This is an optimization exercise on Yosys and OpenROAD, whose aim is small area, not a production implementation.
The RTL was checked by simulation tests, not by an equivalence proof against the original design.
In run 2 the design's own scripts or RTL, not TritonCTS, make the clock network.
The clock port is modelled as an ideal driver, which makes a skipped or thinned clock tree look cheaper than it is; a real chip needs a root buffer or a tree.
Power is estimated from default activity; no workload was simulated.

## design/flow/design.v

```verilog
module bin_to_bcd(input logic [7:0] in, output logic [27:0] o);
wire _000_, _001_, _002_, _003_, _004_, _005_, _006_, _007_, _008_, _009_, _010_, _011_, _012_, _013_, _014_, _015_, _016_, _017_, _018_, _019_, _020_, _021_, _022_, _023_, _024_, _025_, _026_, _027_, _028_, _029_, _030_, _031_, _032_, _033_, _034_, _035_, _036_, _037_, _038_, _039_, _040_, _041_, _042_, _043_, _044_, _045_, _046_, _047_, _048_, _049_, _050_, _051_, _052_, _053_, _054_, _055_, _056_, _057_, _058_, _059_, _060_, _061_, _062_;
  assign _002_ = in[6] ^ in[5];
  assign _003_ = in[4] ^ in[3];
  assign _004_ = _003_ & ~(_002_);
  assign _005_ = in[2] & ~(in[4]);
  assign _006_ = ~_005_;
  assign _007_ = in[2] | ~(in[4]);
  assign _008_ = in[6] ? _006_ : _007_;
  assign _009_ = ~(in[3] ^ in[5]);
  assign _010_ = ~_009_;
  assign _011_ = ~(_003_ | _002_);
  assign _012_ = ~_011_;
  assign _013_ = _008_ ? _010_ : _012_;
  assign _014_ = _007_ & ~(_005_);
  assign _015_ = _014_ | _002_;
  assign _016_ = _008_ & ~(_015_);
  assign _017_ = ~_002_;
  assign _018_ = _014_ & ~(_017_);
  assign _019_ = _018_ | _016_;
  assign _020_ = _013_ & ~(_019_);
  assign _021_ = _010_ & ~(_019_);
  assign _022_ = ~in[1];
  assign _023_ = ~(_005_ | in[6]);
  assign _024_ = _007_ & ~(_023_);
  assign _025_ = _024_ ^ _022_;
  assign _026_ = _025_ ? _009_ : _021_;
  assign _027_ = _020_ & ~(_026_);
  assign _028_ = in[0] & in[7];
  assign _029_ = _028_ ^ in[1];
  assign _030_ = _027_ & ~(_029_);
  assign _031_ = _030_ | ~(_013_);
  assign _032_ = ~(_031_ | _004_);
  assign _033_ = in[7] ^ in[6];
  assign _034_ = _032_ & ~(_033_);
  assign _035_ = _003_ | ~(_002_);
  assign _036_ = _009_ & ~(_035_);
  assign _037_ = _002_ & ~(_033_);
  assign _038_ = _037_ & ~(_036_);
  assign o[11] = _038_ | ~(_031_);
  assign o[10] = o[11] & ~(_034_);
  assign _039_ = _036_ | _034_;
  assign _040_ = ~(in[4] ^ in[7]);
  assign _041_ = ~(_040_ | _002_);
  assign _042_ = _011_ | ~(_040_);
  assign _043_ = ~(_042_ | _031_);
  assign o[12] = _043_ | _041_;
  assign o[8] = _039_ & ~(o[12]);
  assign _044_ = ~(o[11] | _036_);
  assign o[7] = ~(_044_ | _032_);
  assign _045_ = ~in[0];
  assign _046_ = _013_ ^ _022_;
  assign _047_ = _045_ & ~(_046_);
  assign _048_ = ~(_026_ | _020_);
  assign _049_ = _045_ & ~(_048_);
  assign o[4] = ~(_049_ | _047_);
  assign _050_ = in[0] | ~(in[7]);
  assign _051_ = ~(_050_ & _026_);
  assign _052_ = _047_ & ~(_051_);
  assign _053_ = _046_ & ~(in[0]);
  assign _054_ = _048_ & ~(_053_);
  assign o[27] = ~in[7];
  assign _055_ = _046_ ^ o[27];
  assign _056_ = _054_ & ~(_055_);
  assign o[1] = _056_ | _052_;
  assign _057_ = _026_ & ~(_055_);
  assign _058_ = _057_ | _045_;
  assign _059_ = ~(o[1] | o[4]);
  assign o[0] = _058_ & ~(_059_);
  assign o[3] = _048_ ? _053_ : in[0];
  assign _060_ = o[1] | _027_;
  assign o[2] = _047_ & ~(_060_);
  assign _061_ = _033_ & ~(_002_);
  assign o[14] = _061_ & ~(_032_);
  assign o[9] = _044_ & o[12];
  assign o[5] = ~(_060_ | _053_);
  assign _062_ = _017_ & ~(o[12]);
  assign o[13] = o[10] ? o[12] : _062_;
  assign _000_ = _027_ & ~(_050_);
  assign _001_ = ~(_051_ | _047_);
  assign o[6] = _001_ | _000_;
  assign o[26:15] = { 7'h7f, o[14], o[14], o[14], 2'h0 };
endmodule
module debounce #(parameter int COUNT=1000) (input logic clk, signal_in, output logic signal_out);
localparam logic [9:0] START = 10'b0010000011;
localparam logic [9:0] POL = 10'b0101010101;
logic [9:0] y, s;
logic fire, restart;
always_comb
begin
	s = y ^ POL;
	fire = (s[8:0] == 9'd0);
	restart = (signal_in == signal_out) || fire;
end
always_ff @(posedge clk)
begin
	if(restart)
		y <= START ^ POL;
	else
		y <= {s[8:0], s[9] ^ s[6]} ^ POL;
	if(fire)
		signal_out <= signal_in;
end
endmodule
module cmplx_mult(
input logic clk,
input logic [10-1:0] switches,
output logic [8-1:0] LED,
output logic [6:0] HEX0,
output logic [6:0] HEX1,
output logic [6:0] HEX2,
output logic [6:0] HEX3,
output logic [6:0] HEX4,
output logic [6:0] HEX5,
output logic [6:0] HEX6,
output logic [6:0] HEX7);
logic reset_n, handshake;
debounce #(.COUNT(1000)) db0
(
	.clk(clk),
	.signal_in(switches[9]),
	.signal_out(reset_n)
);
debounce #(.COUNT(1000)) db1
(
	.clk(clk),
	.signal_in(switches[8]),
	.signal_out(handshake)
);
logic [2:0] rd_cnt, rd_cnt_inc;
logic [1:0] sub;
logic last, rd;
always_comb
begin
	last = rd_cnt[2];
	rd = (sub == 2'd3) && !last && handshake;
	rd_cnt_inc = {rd_cnt[1] & rd_cnt[0], rd_cnt[1] ^ rd_cnt[0], !rd_cnt[0]};
end
always_ff @(posedge clk, negedge reset_n)
begin
	if(!reset_n)
	begin
		rd_cnt <= 3'd0;
		sub <= 2'd2;
	end
	else
	begin
		unique case(sub)
			2'd0: if(!handshake) sub <= 2'd1;
			2'd1: sub <= 2'd2;
			2'd2: if(!last || handshake) sub <= 2'd3;
			2'd3:
				if(!last)
				begin
					if(handshake)
					begin
						rd_cnt <= rd_cnt_inc;
						sub <= 2'd0;
					end
				end
				else if(!handshake)
				begin
					rd_cnt <= 3'd0;
					sub <= 2'd2;
				end
		endcase
	end
end
logic [3:0] k, k_inc, seq, seq_inc;
logic k8, k9, row, drain, load, wait0;
always_comb
begin
	k8 = k[3] && !k[0];
	k9 = k[3] && k[0];
	k_inc = {k[3] ^ (k[2] & k[1] & k[0]), k[2] ^ (k[1] & k[0]), k[1] ^ k[0], !k[0]};
	seq_inc = {seq[2] & seq[1] & seq[0], seq[2] ^ (seq[1] & seq[0]), seq[1] ^ seq[0], !seq[0]};
	row = !seq[3];
	drain = (seq == 4'd8);
	load = (seq == 4'd9);
	wait0 = (seq == 4'd10);
end
always_ff @(posedge clk)
begin
	k <= k9 ? 4'd0 : k_inc;
	if(rd)
		seq <= 4'd10;
	else if(k9)
	begin
		if(row)
			seq <= seq_inc;
		else if(wait0)
			seq <= last ? 4'd0 : 4'd9;
		else
			seq <= 4'd11;
	end
end
logic [2:0] sidx;
logic sbit;
always_comb
begin
	sidx = k[2:0] | {3{k[3]}};
	sbit = switches[sidx];
end
logic [7:0] ra, rb;               
logic [9:0] rc;                   
logic [8:0] hre, him;             
logic cre1, cre2, cim1, cim2;     
logic neg, first, k0, shift_ab;
logic cb, db, h_re, h_im;
logic t1, t2, u1, u2, t2x, u2x;
logic ci_re1, ci_re2, ci_im1, ci_im2;
logic s_re1, s_re, s_im1, s_im;
logic co_re1, co_re2, co_im1, co_im2;
always_comb
begin
	neg = (seq[2:0] == 3'd7);
	first = (seq[2:0] == 3'd0);
	k0 = (k == 4'd0);
	shift_ab = last && ((row && k9) || (drain && !k[3] && !(k[2] && k[1])));
	cb = rc[0];
	db = sbit;
	h_re = !k9 && (first ? k8 : hre[0]);
	h_im = !k9 && (first ? k8 : him[0]);
	t1 = ra[0] && (cb ^ neg);
	t2 = rb[0] && (db ^ !neg);
	u1 = ra[0] && (db ^ neg);
	u2 = rb[0] && (cb ^ neg);
	t2x = (t2 ^ k8) && !k9;
	u2x = (u2 ^ k8) && !k9;
	ci_re1 = k0 ? (ra[0] && neg) : cre1;
	ci_re2 = k0 ? (rb[0] && !neg) : cre2;
	ci_im1 = k0 ? (ra[0] && neg) : cim1;
	ci_im2 = k0 ? (rb[0] && neg) : cim2;
	s_re1 = h_re ^ t1 ^ ci_re1;
	co_re1 = (h_re & t1) | (h_re & ci_re1) | (t1 & ci_re1);
	s_re = s_re1 ^ t2x ^ ci_re2;
	co_re2 = (s_re1 & t2x) | (s_re1 & ci_re2) | (t2x & ci_re2);
	s_im1 = h_im ^ u1 ^ ci_im1;
	co_im1 = (h_im & u1) | (h_im & ci_im1) | (u1 & ci_im1);
	s_im = s_im1 ^ u2x ^ ci_im2;
	co_im2 = (s_im1 & u2x) | (s_im1 & ci_im2) | (u2x & ci_im2);
end
always_ff @(posedge clk)
begin
	hre <= {s_re, hre[8:1]};
	him <= {s_im, him[8:1]};
	cre1 <= co_re1;
	cre2 <= co_re2;
	cim1 <= co_im1;
	cim2 <= co_im2;
	if((rd_cnt == 3'd1 && load && !k[3]) || shift_ab)
		ra <= {last ? hre[0] : sbit, ra[7:1]};
	if((rd_cnt == 3'd2 && load && !k[3]) || shift_ab)
		rb <= {last ? him[0] : sbit, rb[7:1]};
	rc <= {(rd_cnt == 3'd3 && load) ? sbit : rc[0], rc[9:1]};
end
always_comb
begin
	if(last && sub == 2'd2)
		LED = ra;
	else if(last && sub == 2'd3)
		LED = rb;
	else
		LED = '0;
end
bin_to_bcd sw_disp
(
	.in(switches[7:0]),
	.o({HEX3, HEX2, HEX1, HEX0})
);
bin_to_bcd led_disp
(
	.in(LED),
	.o({HEX7, HEX6, HEX5, HEX4})
);
endmodule
```

## design/flow/flow/run.sh

```bash
#!/bin/bash
# Own layout flow: the standard flow (standard.sh), with two changes.
#  1. After the standard synthesis, its combinational logic is mapped again
#     with a stronger ABC script (remap.abc). Every register stays as the
#     standard synthesis made it: same instance, name and cell.
#  2. The port buffers are made with sky130_fd_sc_hd__buf_1.
#  3. Clock tree synthesis uses smaller buffers, larger sink clusters and no
#     dummy loads; clock buffers whose flip-flops would see a slow clock
#     edge are then upsized (post_cts.tcl); constant outputs may share tie cells.
# Each tool's full output goes to a log file in the work folder.
set -euo pipefail
W=$PWD
F=$W/flow
R=$W/orfs/results/${FLOW_PLATFORM}/cmplx_mult/base
LIB=$FLOW_HOME/platforms/${FLOW_PLATFORM}/lib/sky130_fd_sc_hd__tt_025C_1v80.lib

# 1. standard synthesis (to 1_2_yosys.v)
bash standard.sh $R/1_2_yosys.v > $W/synth.log 2>&1
cp $R/1_2_yosys.v $W/standard_synth.v

# 2. re-map the combinational logic; registers and full adders are black boxes
# (full adders stay too: ABC maps a full adder to larger separate gates)
FFS=$(grep -oE "sky130_fd_sc_hd__([a-z0-9_]*(df|dl|sdf|edf)[a-z0-9_]*|fa_[0-9])" $W/standard_synth.v | sort -u | tr '\n' ' ')
DONT=""
for c in probe_p_8 probec_p_8 lpflow_bleeder_1 lpflow_clkbufkapwr_1 lpflow_clkbufkapwr_16 \
  lpflow_clkbufkapwr_2 lpflow_clkbufkapwr_4 lpflow_clkbufkapwr_8 lpflow_clkinvkapwr_1 \
  lpflow_clkinvkapwr_16 lpflow_clkinvkapwr_2 lpflow_clkinvkapwr_4 lpflow_clkinvkapwr_8 \
  lpflow_inputiso0n_1 lpflow_inputiso0p_1 lpflow_inputiso1n_1 lpflow_inputiso1p_1 \
  lpflow_inputisolatch_1 lpflow_isobufsrc_1 lpflow_isobufsrc_16 lpflow_isobufsrc_2 \
  lpflow_isobufsrc_4 lpflow_isobufsrc_8 lpflow_isobufsrckapwr_16; do
  DONT="$DONT -dont_use sky130_fd_sc_hd__$c"
done
cat > $W/remap.ys <<EOF
read_liberty -ignore_miss_func $LIB
blackbox $FFS
read_verilog $W/standard_synth.v
hierarchy -top $FLOW_TOP
flatten
opt_clean
abc -liberty $LIB $DONT -script $F/remap.abc
opt_clean -purge
hilomap -singleton -hicell sky130_fd_sc_hd__conb_1 HI -locell sky130_fd_sc_hd__conb_1 LO
insbuf -buf sky130_fd_sc_hd__buf_4 A X
splitnets
opt_clean -purge
tee -o $W/remap_stat.txt stat -liberty $LIB
write_verilog -noattr -nohex -nodec $W/remapped.v
EOF
yosys -s $W/remap.ys > $W/remap.log 2>&1
cp $W/remapped.v $R/1_2_yosys.v

# 3. the rest of the standard flow
export BUFFER_PORTS_ARGS="-buffer_cell sky130_fd_sc_hd__buf_1"
export CTS_ARGS="${X_CTS_ARGS:--sink_clustering_enable -repair_clock_nets -dont_use_dummy_load -buf_list sky130_fd_sc_hd__clkbuf_4 -sink_clustering_size 30 -sink_clustering_max_diameter 100}"
export SKIP_REPAIR_TIE_FANOUT=${X_SKIP_TIE:-1}
export POST_CTS_TCL=$F/post_cts.tcl
export REMOVE_ABC_BUFFERS=1
bash standard.sh > $W/layout.log 2>&1
```

## design/flow/flow/post_cts.tcl

```tcl
proc my_clock_sink_slew { inst } {
  set out [get_pins -of_objects $inst -filter "direction == output"]
  set net [get_nets -of_objects $out]
  set mx 0.0
  foreach p [get_pins -of_objects $net -filter "direction == input"] {
    if { [get_property $p lib_pin_name] ne "CLK" } { continue }
    set s [get_property $p slew_max]
    if { $s > $mx } { set mx $s }
  }
  return $mx
}
array set my_next {
  sky130_fd_sc_hd__clkbuf_1 sky130_fd_sc_hd__clkbuf_2
  sky130_fd_sc_hd__clkbuf_2 sky130_fd_sc_hd__clkbuf_4
  sky130_fd_sc_hd__clkbuf_4 sky130_fd_sc_hd__clkbuf_8
  sky130_fd_sc_hd__clkbuf_8 sky130_fd_sc_hd__clkbuf_16
}
for { set round 0 } { $round < 4 } { incr round } {
  set changed 0
  foreach inst [get_cells *] {
    set rn [get_property $inst ref_name]
    if { ![info exists my_next($rn)] } { continue }
    set s [my_clock_sink_slew $inst]
    if { $s > 0.112 } {
      puts "post_cts: [get_full_name $inst] $rn sink slew $s -> $my_next($rn)"
      replace_cell $inst [get_lib_cells $my_next($rn)]
      incr changed
    }
  }
  if { $changed == 0 } { break }
  detailed_placement
  estimate_parasitics -placement
}
```

## design/flow/flow/remap.abc

```
strash
dc2
balance; rewrite; refactor; balance; rewrite; rewrite -z; balance; refactor -z; rewrite -z; balance
balance; resub -K 6; rewrite; resub -K 6 -N 2; refactor; resub -K 8; balance; resub -K 8 -N 2; rewrite; resub -K 10; rewrite -z; resub -K 10 -N 2; balance; resub -K 12; refactor -z; resub -K 12 -N 2; rewrite -z; balance
dc2
&get -n
&deepsyn -T 30
&put
dch -f
amap
&get -n
&nf -R 1000
&put
mfs3 -ae -K 7 -H 4 -R 3
topo
&get -n
&st
&dch -f
&nf -R 1000
&put
mfs3 -ae -K 7 -H 4 -R 3
topo
&get -n
&st
&dch -f
&nf -R 1000
&put
mfs3 -ae -K 7 -H 4 -R 3
topo
&get -n
&st
&dch -f
&nf -R 1000
&put
mfs3 -ae -K 7 -H 4 -R 3
topo
&get -n
&st
&dch -f
&nf -R 1000
&put
mfs3 -ae -K 7 -H 4
topo
```

## design/flow/standard.sh

```bash
#!/bin/bash
# synth_recipe.tcl (not shown) runs the flow's synth.tcl, then flattens the netlist and writes it again
# the make line also repeats each setting of config.mk as NAME=value (left out here)
make -C /OpenROAD-flow-scripts/flow DESIGN_CONFIG=/design/flow/config.mk WORK_HOME=/design/flow/orfs CLKGATE_MAP_FILE= SYNTH_SCRIPT=/design/flow/synth_recipe.tcl "${@:-finish}"
```

## design/flow/config.mk

```make
export PLATFORM = sky130hd
export DESIGN_NAME = cmplx_mult
export DESIGN_NICKNAME = cmplx_mult
export VERILOG_FILES = /design/flow/design.v
export SDC_FILE = /design/flow/constraint.sdc
export NUM_CORES = 4
export LEC_CHECK = 0
export ABC_AREA = 1
export CAP_MARGIN = 20
export CORE_MARGIN = 2
export CORE_UTILIZATION = 40
export GPL_TIMING_DRIVEN = 0
export PLACE_DENSITY = 0.6
export SLEW_MARGIN = 20
```

## design/flow/constraint.sdc

```tcl
create_clock -name core_clock -period 20.0 [get_ports {clk}]
set_input_delay 4.0000 -clock core_clock [delete_from_list [all_inputs] [get_ports {clk}]]
set_output_delay 4.0000 -clock core_clock [all_outputs]
set_load 0.01 [all_outputs]
```

==> flow_metrics.tcl, run 1 <==
set metrics [dict create \
    drt-total-wl_um 6340 \
    p_int_mw 0.283 \
    avgSynthCellArea_um2 9.60 \
    finalCriticalPeriod_ns 10.61 \
    irDropWorstVdd_mv 0.0375 \
    io_pins 75 \
    critPathArrivalTime_ns 6.61 \
    finish.net_count 429 \
    cp-start-kind "input port" \
    grt_max_degree 15 \
    path_clk_slew_ns 0.10 \
    crit_top_cell "a21oi_1" \
    ant_nets 0 \
    criticalPathCategory "in -> out" \
    p_comb_share_pct 40.3 \
    core-area_um2 8680 \
    skew_ns 0.0341 \
    finalMaxSlewViolations 0 \
    place.port_buffers 56 \
    critPathMaxFanout 5 \
    worstMarginPinSlew_ns 0.773 \
    cp_cell_sequence "buf_1 -> nor2b_1 -> nor2_1 -> a21oi_1 -> xor2_1 -> nand2b_1 -> a21oi_1 -> nor2b_1 -> a21oi_1 -> a31o_1 -> and2_0 -> or2_0 -> o21ai_0 -> buf_1" \
    antennaDiodeCount 0 \
    p_seq_share_pct 43.6 \
    p_sw_mw 0.181 \
    grt_overflow_total 0 \
    insertion_delay_ns 0.42 \
    status "finished clean" \
    ys_warn_count 2 \
    wl_per_cell_um 12.2 \
    dr.pass1.iters 4 \
    whs_ns 0.0941 \
    nFillCells 850 \
    cellPowerDensity_nw_per_um2 122 \
    dieArea_um2 9670 \
    endpoint_kind "primary output" \
    hold_class "reg -> async" \
    worst-r2r-setup-slack_ns 17.29 \
    required_ns 16.00 \
    globalplace.congestion 0.840 \
    power.share.clock_pct 16.1 \
    setup_viol 0 \
    grt_setup_unrepaired "false" \
    crit_family "compound AO/OA/AOI/OAI gates" \
    first_iter_violations 104 \
    cts.sinks 83 \
    remaining_drc_errors 0 \
    seqCellArea_um2 1870 \
    antenna_found_initial 0 \
    cp_slowest_cell "nor2b_1" \
    dieWidth_um 98.4 \
    cp_num_buf_inv 2 \
    finalHoldViolations 0 \
    grt_pass1_vias 2439 \
    swShare_pct 39.1 \
    grt_pass1_wl_um 10900 \
    multi_input_comb_area_um2 1470 \
    syn_area_um2 3560 \
    period_share_pct 53.1 \
    grt_util_all_layers_pct 13.9 \
    via_count 2584 \
    std_cell_rows 34 \
    drive_gt1_share_pct 2.67 \
    cts_tree "done" \
    syn2layout_area_growth_pct 7.24 \
    max_freq_mhz 94.2 \
    maxCapViolCount 0 \
    chipHeight_um 98.4 \
    p_leak_nw 1.38 \
    fin_tns_setup_ns 0 \
    hpwl_um 4780 \
    critPathMaxStageDelay_ns 0.31 \
    postSynthCellCount 371 \
    slew-limit-headroom_pct 48.1 \
    vias_per_cell 4.97 \
    initial_core_util_pct 41.0 \
]
stage by stage:
| step | power, mW | std cells | setup WS (ns) | util [%] | instance area [µm²] |
|---|---|---|---|---|---|
| 6_report | 0.464 | 520 | 9.39 | 44.0 | 3820 |
| 5_1_grt | 0.504 | 520 | 9.03 | 44.0 | 3820 |
| 3_5_place_dp | 0.394 | 511 | 9.39 | 42.9 | 3730 |
| 3_3_place_gp | 0.390 | 511 | 9.41 | 42.9 | 3730 |
| 2_1_floorplan | 0.336 | 347 | 9.76 | - | 3380 |
cell usage in the layout, fill, tap and decap left out, drive strengths merged, types with 6 or more instances in the layout:
master	n
edfxtp	18
o21a	6
dfxtp	60
a21oi	25
nor2	40
xnor2	19
o21ai	24
nor3	13
xor2	9
clkinv	14
nand3	12
buf	56
nand2b	6
and2	6
clkbuf	9
nand2	41
power groups by stage:
stage	combinational (mW)	sequential (mW)	clock, mW
finish	0.187	0.202	0.0746
global route	0.214	0.205	0.0851
detailed placement	0.188	0.206	0
global placement	0.184	0.205	0
floorplan	0.134	0.202	0
state kept, by name, summed over array words and instances, names as in the netlist, 2 cells and up:
register	count
rb	8
sub	2
db1.y	10
him	9
hre	9
rd_cnt	3
ra	8
db0.y	10
rc	10
seq	4
k	4
final timing paths:
kind | start | to | cells past startpoint
worst max-delay path | switches[4] | HEX1[6] | 14
worst min-delay path | db0.signal_out | rd_cnt[1] | 0
worst max register to register | k[0] | him[8] | 8
worst min register to register | db0.signal_out | rd_cnt[1] | 0
max in group asynchronous | db0.signal_out | sub[1] | 0
min in group core_clock | him[7] | him[6] | 0
metal layers:
| metal | routed length [µm] | vias to the layer above | GRT usage, % |
|---|---|---|---|
| met5 | 0 | - | 0 |
| met4 | 87 | 0 | 4.21 |
| met3 | 259 | 9 | 5.44 |
| met2 | 3040 | 43 | 22.2 |
| met1 | 2960 | 1197 | 17.6 |
| li1 | - | 1335 | - |
cell type report:
type / instances / area share, %
Tap cell: 108 / 3.54
Timing Repair Buffer: 56 / 5.50
Sequential cell: 83 / 48.9
Multi-Input combinational cell: 250 / 38.4
Clock buffer: 9 / 2.26
Inverter: 14 / 1.38
==> run 2, diff against run 1 <==
--- a/design/flow/flow/run.sh
+++ b/design/flow/flow/run.sh
@@ -1,12 +1,10 @@
 #!/bin/bash
-# Own layout flow: the standard flow (standard.sh), with two changes.
+# Own layout flow: the standard flow (standard.sh), with these changes.
 #  1. After the standard synthesis, its combinational logic is mapped again
 #     with a stronger ABC script (remap.abc). Every register stays as the
-#     standard synthesis made it: same instance, name and cell.
+#     standard synthesis made it (same instance, name and cell); so do the
+#     full adders. The few buffers Yosys adds for outputs that repeat another
+#     net are removed again at floorplan (REMOVE_ABC_BUFFERS).
 #  2. The port buffers are made with sky130_fd_sc_hd__buf_1.
-#  3. Clock tree synthesis uses smaller buffers, larger sink clusters and no
-#     dummy loads; clock buffers whose flip-flops would see a slow clock
-#     edge are then upsized (post_cts.tcl); constant outputs may share tie cells.
-# Each tool's full output goes to a log file in the work folder.
 set -euo pipefail
 W=$PWD
@@ -51,8 +49,10 @@
 
 # 3. the rest of the standard flow
+if [[ -n "${X_SKIP_LAYOUT:-}" ]]; then exit 0; fi
 export BUFFER_PORTS_ARGS="-buffer_cell sky130_fd_sc_hd__buf_1"
 export CTS_ARGS="${X_CTS_ARGS:--sink_clustering_enable -repair_clock_nets -dont_use_dummy_load -buf_list sky130_fd_sc_hd__clkbuf_4 -sink_clustering_size 30 -sink_clustering_max_diameter 100}"
 export SKIP_REPAIR_TIE_FANOUT=${X_SKIP_TIE:-1}
 export POST_CTS_TCL=$F/post_cts.tcl
+export X_CLK_PORT=clk
 export REMOVE_ABC_BUFFERS=1
 bash standard.sh > $W/layout.log 2>&1
--- a/design/flow/flow/post_cts.tcl
+++ b/design/flow/flow/post_cts.tcl
@@ -1,2 +1,71 @@
+set my_groups [expr { [info exists ::env(X_CLK_GROUPS)] ? $::env(X_CLK_GROUPS) : 4 }]
+set my_buf [expr { [info exists ::env(X_CLK_BUF)] ? $::env(X_CLK_BUF) : "sky130_fd_sc_hd__clkbuf_8" }]
+set block [ord::get_db_block]
+set db [ord::get_db]
+set clk_net [$block findNet [expr { [info exists ::env(X_CLK_PORT)] ? $::env(X_CLK_PORT) : "clk" }]]
+
+# the flip-flop clock pins, and the buffers and nets TritonCTS made
+set sinks {}
+set old_insts {}
+set old_nets {}
+foreach inst [$block getInsts] {
+  if { [string match "clkbuf_*" [$inst getName]] } {
+    lappend old_insts $inst
+    set onet [[$inst findITerm X] getNet]
+    if { $onet ne "NULL" } { lappend old_nets $onet }
+    continue
+  }
+  set it [$inst findITerm CLK]
+  if { $it ne "NULL" && [[$it getMTerm] getSigType] eq "CLOCK" || ($it ne "NULL" && [$it getNet] ne "NULL" && [[$it getNet] getSigType] eq "CLOCK") } {
+    lappend sinks $it
+  }
+}
+puts "post_cts: [llength $sinks] clock sinks, [llength $old_insts] old buffers"
+foreach it $sinks { $it disconnect }
+foreach inst $old_insts { odb::dbInst_destroy $inst }
+foreach net $old_nets { if { [$net getName] ne [$clk_net getName] } { odb::dbNet_destroy $net } }
+
+# split the sinks into groups of equal size: by x into X_CLK_COLS (default 2)
+# columns, then each column by y
+set my_cols [expr { [info exists ::env(X_CLK_COLS)] ? $::env(X_CLK_COLS) : 2 }]
+set keyed {}
+foreach it $sinks {
+  set loc [[$it getInst] getLocation]
+  lappend keyed [list [lindex $loc 0] [lindex $loc 1] $it]
+}
+set keyed [lsort -integer -index 0 $keyed]
+set n [llength $keyed]
+set groups {}
+set per_col [expr { $my_groups / $my_cols }]
+for { set c 0 } { $c < $my_cols } { incr c } {
+  set col [lrange $keyed [expr { $c * $n / $my_cols }] [expr { ($c + 1) * $n / $my_cols - 1 }]]
+  set col [lsort -integer -index 1 $col]
+  set m [llength $col]
+  for { set r 0 } { $r < $per_col } { incr r } {
+    lappend groups [lrange $col [expr { $r * $m / $per_col }] [expr { ($r + 1) * $m / $per_col - 1 }]]
+  }
+}
+set master [$db findMaster $my_buf]
+set g 0
+foreach grp $groups {
+  set net [odb::dbNet_create $block "clknet_g$g"]
+  $net setSigType CLOCK
+  set sx 0; set sy 0
+  foreach e $grp {
+    [lindex $e 2] connect $net
+    incr sx [lindex $e 0]; incr sy [lindex $e 1]
+  }
+  set cnt [llength $grp]
+  set buf [odb::dbInst_create $block $master "clkbuf_g$g"]
+  [$buf findITerm A] connect $clk_net
+  [$buf findITerm X] connect $net
+  $buf setLocation [expr { $sx / $cnt }] [expr { $sy / $cnt }]
+  $buf setPlacementStatus PLACED
+  puts "post_cts: group $g: $cnt sinks"
+  incr g
+}
+detailed_placement
+estimate_parasitics -placement
+
 proc my_clock_sink_slew { inst } {
   set out [get_pins -of_objects $inst -filter "direction == output"]
@@ -18,10 +87,10 @@
 for { set round 0 } { $round < 4 } { incr round } {
   set changed 0
-  foreach inst [get_cells *] {
+  foreach inst [get_cells clkbuf_g*] {
     set rn [get_property $inst ref_name]
-    if { ![info exists my_next($rn)] } { continue }
     set s [my_clock_sink_slew $inst]
-    if { $s > 0.112 } {
-      puts "post_cts: [get_full_name $inst] $rn sink slew $s -> $my_next($rn)"
+    puts "post_cts: [get_full_name $inst] $rn sink slew $s"
+    if { $s > 0.120 && [info exists my_next($rn)] } {
+      puts "post_cts: [get_full_name $inst] -> $my_next($rn)"
       replace_cell $inst [get_lib_cells $my_next($rn)]
       incr changed
==> flow_metrics.tcl, run 2 <==
set metrics [dict create \
    cts.sinks 83 \
    layout_common_cells "60 x dfxtp_1, 56 x buf_1, 41 x nand2_1" \
    critPathArrivalTime_ns 6.61 \
    dieArea_um2 9670 \
    chipHeight_um 98.4 \
    grt_setup_unrepaired "false" \
    p_leak_nw 1.37 \
    globalplace.congestion 0.840 \
    wl_per_cell_um 12.0 \
    endpoint_kind "primary output" \
    irDropWorstVdd_mv 0.0377 \
    finalMaxSlewViolations 0 \
    syn_area_um2 3560 \
    skew_ns 0.0219 \
    finish.net_count 424 \
    ys_warn_count 2 \
    maxCapViolCount 0 \
    place.port_buffers 56 \
    via_count 2556 \
    insertion_delay_ns 0.16 \
    first_iter_violations 66 \
    drt-met1-wl_um 2880 \
    grt_max_degree 22 \
    postSynthCellCount 371 \
    period_share_pct 53.0 \
    grt_pass1_vias 2382 \
    drt-total-wl_um 6200 \
    std_cell_rows 34 \
    top_layer "met4" \
    status "finished clean" \
    cellPowerDensity_nw_per_um2 119 \
    avgSynthCellArea_um2 9.60 \
    vias_per_cell 4.96 \
    antenna_found_initial 0 \
    hold_class "reg -> async" \
    dieWidth_um 98.4 \
    ant_nets 0 \
    finalCriticalPeriod_ns 10.61 \
    syn2layout_area_growth_pct 6.68 \
    grt_util_all_layers_pct 13.2 \
    final_common_cell "dfxtp_1" \
    hpwl_um 4780 \
    wl_met3_um 234 \
    grt_overflow_total 0 \
    wl_met2_um 3000 \
    cp-start-kind "input port" \
    dr.pass1.iters 4 \
    reg_top3 "db0.y x10, db1.y x10, rc x10" \
    core-area_um2 8680 \
    criticalPathCategory "in -> out" \
    io_pins 75 \
    fin_tns_setup_ns 0 \
    antennaDiodeCount 0 \
    remaining_drc_errors 0 \
    worstMarginPinSlew_ns 0.774 \
    finalHoldViolations 0 \
    nFillCells 847 \
    path_clk_slew_ns 0.11 \
    setup_viol 0 \
    required_ns 16.00 \
    initial_core_util_pct 41.0 \
    critPathMaxFanout 5 \
    slew-limit-headroom_pct 48.1 \
    grt_pass1_wl_um 10700 \
    fin_util_pct 43.8 \
    drive_gt1_share_pct 1.47 \
    max_freq_mhz 94.3 \
]
-- run 2: where the power goes --
part | total (mW) | internal (mW) | switching [mW]
sequential | 0.202 | 0.189 | 0.0129
clock | 0.0610 | 0.0231 | 0.0379
combinational | 0.187 | 0.0660 | 0.121
total | 0.450 | 0.278 | 0.172
-- run 2: cell type report --
type,count,area (µm²),area share (%)
flip-flops and latches,83,1870,49.2
multi-input cells,250,1470,38.6
inverters,14,52.6,1.38
plain buffers,4,66.3,1.75
well taps,108,135,3.56
repair buffers,56,210,5.53
-- run 2: critical path: stages --
cell and delay (ns):
buf_1 0.19, nor2b_1 0.20, nor2_1 0.07, a21oi_1 0.23
xor2_1 0.17, nand2b_1 0.09, a21oi_1 0.24, nor2b_1 0.31
a21oi_1 0.19, a31o_1 0.25, and2_0 0.17, or2_0 0.19
o21ai_0 0.13, buf_1 0.17
-- run 2: metal layers --
layer	up-vias	track usage, %
met2	39	21.9
met4	0	3.79
met3	8	2.43
met1	1179	17.6
li1	1330	-
met5	-	0
-- run 2: final timing paths --
check / from / end / slack, ns / depth (start not counted)
worst max-delay path: switches[4] / HEX1[6] / 9.39 / 14
worst min-delay path: db0.signal_out / rd_cnt[0] / 0.13 / 0
worst max register to register: k[0] / him[8] / 17.35 / 8
worst min register to register: db0.signal_out / rd_cnt[0] / 0.13 / 0
max in group asynchronous: db0.signal_out / sub[1] / 19.59 / 0
min in group core_clock: rc[1] / rc[0] / 0.33 / 0
-- run 2: metrics by stage --
stage,power [mW],setup WS [ns],hold WS (ns),instances,cell area [µm²]
final,0.450,9.39,0.132,515,3800
after global routing,0.489,9.03,0.155,515,3800
after detailed placement,0.394,9.39,0.129,511,3730
after global placement,0.390,9.41,0.124,511,3730
after floorplan,0.336,9.76,0.0954,347,3380

==> separate check: timing with driven ports <==
Ports are ideal in the flow. The routed layouts listed here were re-timed in OpenROAD. Step 1, drivers: a clkbuf_16 drives clk and a buf_2 each remaining input, both assumed. Step 2, shift: input delay + t, output delay - t, t = (earliest + latest rising clock arrival at the registers) / 2. This alone moves slack from input paths to output paths. Three values: no drivers, after step 1, after step 2; two values: the first two.
| run | t, ns | setup slack, ns | worst register clock-pin slew, ns | worst slew at a driven data input, ns | cell pins on the clock port's net |
|---|---|---|---|---|---|
| run 1 | 0.430 | 9.389 / 9.365 / 9.365 | 0.11 / 0.11 | 0.03 | 1 |
| run 2 | 0.215 | 9.390 / 9.366 / 9.366 | 0.11 / 0.11 | 0.03 | 4 |
After both steps setup and hold are still met in every run listed.
